From an optimization exercise on the open Yosys and OpenROAD flow, aimed at small area, a short achievable clock period and few clock cycles per item; shortcuts taken in it are not production practice. In this exercise RTL edits were held to simulation tests only and were not proved equivalent to the original. Power and IR drop assume default switching activity.

== v1 ==
Design cordic_mod, start of the top module:
module cordic_mod(
	input clk, rst,
	input signed [15:0] inp_x, inp_y,
	output [15:0] arctan,
	output reg valid
);
Settings: LEC_CHECK=0, CAP_MARGIN=20, CORE_MARGIN=2, CORE_UTILIZATION=40, CTS_BUF_LIST=sky130_fd_sc_hd__clkbuf_4 sky130_fd_sc_hd__clkbuf_8, CTS_CLUSTER_DIAMETER=100, CTS_CLUSTER_SIZE=32, SETUP_SLACK_MARGIN=4.5, SLEW_MARGIN=20; clock period 8.0 ns.
run.sh (not shown) runs the stock make flow with config.mk's settings and CLKGATE_MAP_FILE= SYNTH_SCRIPT=/design/flow/synth_recipe.tcl, a recipe that flattens the netlist after the stock synthesis.
v1 went all the way through the flow, and no timing, DRC or antenna check failed.
Testbench counts of v1, summed over its fixed seeds: cycles 108,000, items 12,000.
What v40 does differently from v1 at the input level:
- clearing CTS_BUF_LIST, which used to be sky130_fd_sc_hd__clkbuf_4 sky130_fd_sc_hd__clkbuf_8
- clearing CTS_CLUSTER_DIAMETER, which used to be 100
- clearing CTS_CLUSTER_SIZE, which used to be 32
==> flow/flow/run.sh (new file) <==
#!/bin/bash
# The standard layout, except that the port buffers are the smallest buffer
# (buf_1) instead of the flow's default
# pick. Synthesis is the standard one, unchanged.
set -euo pipefail
bash standard.sh synth > synth.log 2>&1
bash standard.sh BUFFER_PORTS_ARGS="-buffer_cell sky130_fd_sc_hd__buf_1" finish > layout.log 2>&1
==> flow/standard.sh (new file) <==
#!/bin/bash
# synth_recipe.tcl (not shown) runs the flow's synth.tcl, then flattens the netlist and writes it again
# the make line also repeats each setting of config.mk as NAME=value (left out here)
make -C /OpenROAD-flow-scripts/flow DESIGN_CONFIG=/design/flow/config.mk WORK_HOME=/design/flow/orfs CLKGATE_MAP_FILE= SYNTH_SCRIPT=/design/flow/synth_recipe.tcl "${@:-finish}"
removed: flow/run.sh
Results
v1 completed every stage of the flow, and the final layout passed the timing, design-rule and antenna checks. v40 finished all stages; the layout is clean. In v40 the global-route wire length before repair turned out 1100 microns lower than in v1. On sequential share of cell area: between v1 and v40, it ends up higher for v40. Where worst setup slack is concerned, v1 is outperformed by v40. Power dissipated in the clock network (v40 / v1): 1.4. In v40, power density of the placed cells is higher than in v1. Comparing v1 and v40, final period utilization is higher on v1. Met1 capacity usage during global routing (higher): v40. Compared with v1, v40 shows a higher upper clock frequency limit. v40 vs v1 — number of global-route vias before repair dropped 499.
Here is what was changed in the inputs of v37 compared with v40.
- SETUP_SLACK_MARGIN: 4.5 -> 4
==> flow/run.sh (new file) <==
#!/bin/bash
# synth_recipe.tcl (not shown) runs the flow's synth.tcl, then flattens the netlist and writes it again
# the make line also repeats each setting of config.mk as NAME=value (left out here)
make -C /OpenROAD-flow-scripts/flow DESIGN_CONFIG=/design/flow/config.mk WORK_HOME=/design/flow/orfs CLKGATE_MAP_FILE= SYNTH_SCRIPT=/design/flow/synth_recipe.tcl finish
removed: flow/flow/run.sh
removed: flow/standard.sh
Notes after the runs:
v37 vs v40: via count up slightly
Against v40, clock skew in v37 came out worse.
Internal reg-to-reg setup slack was lower in the run labelled v37.
Comparing final standard cell utilization of the core for v40 and v37, the smaller number came from v40.

* * *

Setup of maple:
Another version of the RTL of cordic_mod (not shown whole).
For scale: ~770 cells after synthesis, ~51 I/O pins, about 6600 um2 of cells after synthesis.
Settings: LEC_CHECK=0, CAP_MARGIN=20, CORE_MARGIN=2, CORE_UTILIZATION=40, CTS_BUF_LIST=sky130_fd_sc_hd__clkbuf_4 sky130_fd_sc_hd__clkbuf_8, CTS_CLUSTER_DIAMETER=100, CTS_CLUSTER_SIZE=32, SETUP_SLACK_MARGIN=4.8, SLEW_MARGIN=20, SYNTH_HIERARCHICAL=1, SYNTH_MINIMUM_KEEP_SIZE=0; clock period 8.0 ns.
standard.sh (not shown) runs the stock make flow with config.mk's settings and CLKGATE_MAP_FILE= SYNTH_SCRIPT=/design/flow/synth_recipe.tcl, a recipe that flattens the netlist after the stock synthesis.
==> flow/flow/run.sh <==
#!/bin/bash
# The standard layout, except that the port buffers are the smallest buffer
# (buf_1) instead of the flow's default
# pick. Synthesis is the standard one, unchanged.
set -euo pipefail
bash standard.sh synth > synth.log 2>&1
bash standard.sh BUFFER_PORTS_ARGS="-buffer_cell sky130_fd_sc_hd__buf_1" finish > layout.log 2>&1
Testbench counts of maple, summed over its fixed seeds: cycles 108,000, items 12,000.
## Diff of input files: delta against maple
Settings: CORE_UTILIZATION: 40 -> 55; SETUP_SLACK_MARGIN: 4.8 -> 5.0.
--- outcome ---
- Compared with maple, in delta area of the placeable core fell 4400 um2; final area now sits higher; clock group share of total power now sits lower; critical path depth picked up an extra 2.
- In delta, final wirelength is higher than in maple.
- Re measured slew at the worst slew-check pin: delta is 0.23 ns down on maple.
- delta vs maple — portion of total power attributed to combinational logic rose 0.7 points.
- In the flow results for delta and maple, the die area is larger on maple.
- The final critical-path required period in delta was lower than what maple gave.
Edits applied to the flow inputs when going from delta to ember:
Settings: SETUP_SLACK_MARGIN changed from 5.0 to 4.9; TNS_END_PERCENT newly set to 0; CORE_UTILIZATION changed from 55 to 40.
--- outcome ---
Per the comparison of ember with delta, critical path data required time held steady, core region area grew by about 40%, non-clock buffer contribution to total cell area shrank by 2.3 points.
What cedar does differently from ember at the input level:
Settings: a deleted TNS_END_PERCENT that had been 0; a change of SETUP_SLACK_MARGIN from 4.9 to 4.6.
## What came out
Per the comparison of cedar with ember, total cell area at the placement stage neither gained nor lost much; power consumption lost about 0.8%; sequential power neither gained nor lost much; largest voltage drop on the vdd net picked up an extra about 0.8%; post-synthesis to final-layout area growth lost 1.4 points.
cedar against ember: number of buffers added to fix hold violations after cts level; switching power share of the total moved up; non-clock buffer count moved up.
For amber, these inputs were changed with respect to cedar:
Settings: CORE_UTILIZATION now 55, was 40; SETUP_SLACK_MARGIN now 4.8, was 4.6.
### Flow results
Per the comparison of amber with cedar, reported net switching power held; sequential share of layout area went up 0.39 points; pre-CTS setup slack went down 0.19 ns; hold slack went down 0.017 ns; floorplan die area went down 27%. The run showing the greater number of buffer and inverter stages on the critical path is cedar. Of amber and cedar, the lower combinational power share belongs to cedar. Number of search-and-repair iterations in the first detailed-routing pass, amber and cedar: larger value in amber.

port drivers added, routing unchanged:
The results above use ideal ports. As a check the final layouts listed here were re-extracted and re-timed, cells and wires unchanged.
Step 1 sets driving cells, clkbuf_16 on the clock port and buf_2 on the other inputs (assumed; they add their load-dependent delay and slew).
Step 2, shift: input delay + t, output delay - t, t = (earliest + latest rising clock arrival at the registers) / 2. This alone moves slack from input paths to output paths.
a / b / c = no drivers / after step 1 / after step 2; a / b = the first two.
run	t, ns	setup WS [ns]	cell pins on the clock port's net
v1	0.405	4.585 / 4.594 / 4.188	1
v40	0.377	4.618 / 4.618 / 4.382	1
v37	0.389	4.191 / 4.191 / 3.958	1
maple	0.413	4.889 / 4.905 / 4.492	1
delta	0.396	5.027 / 5.024 / 4.628	1
ember	0.413	4.935 / 4.951 / 4.537	1
cedar	0.414	4.845 / 4.845 / 4.468	1
amber	0.402	4.879 / 4.895 / 4.494	1
After both steps every run listed still meets setup and hold. For delta, which loses most, drivers alone change the setup slack by -0.003 ns; drivers and shift together by -0.399 ns.
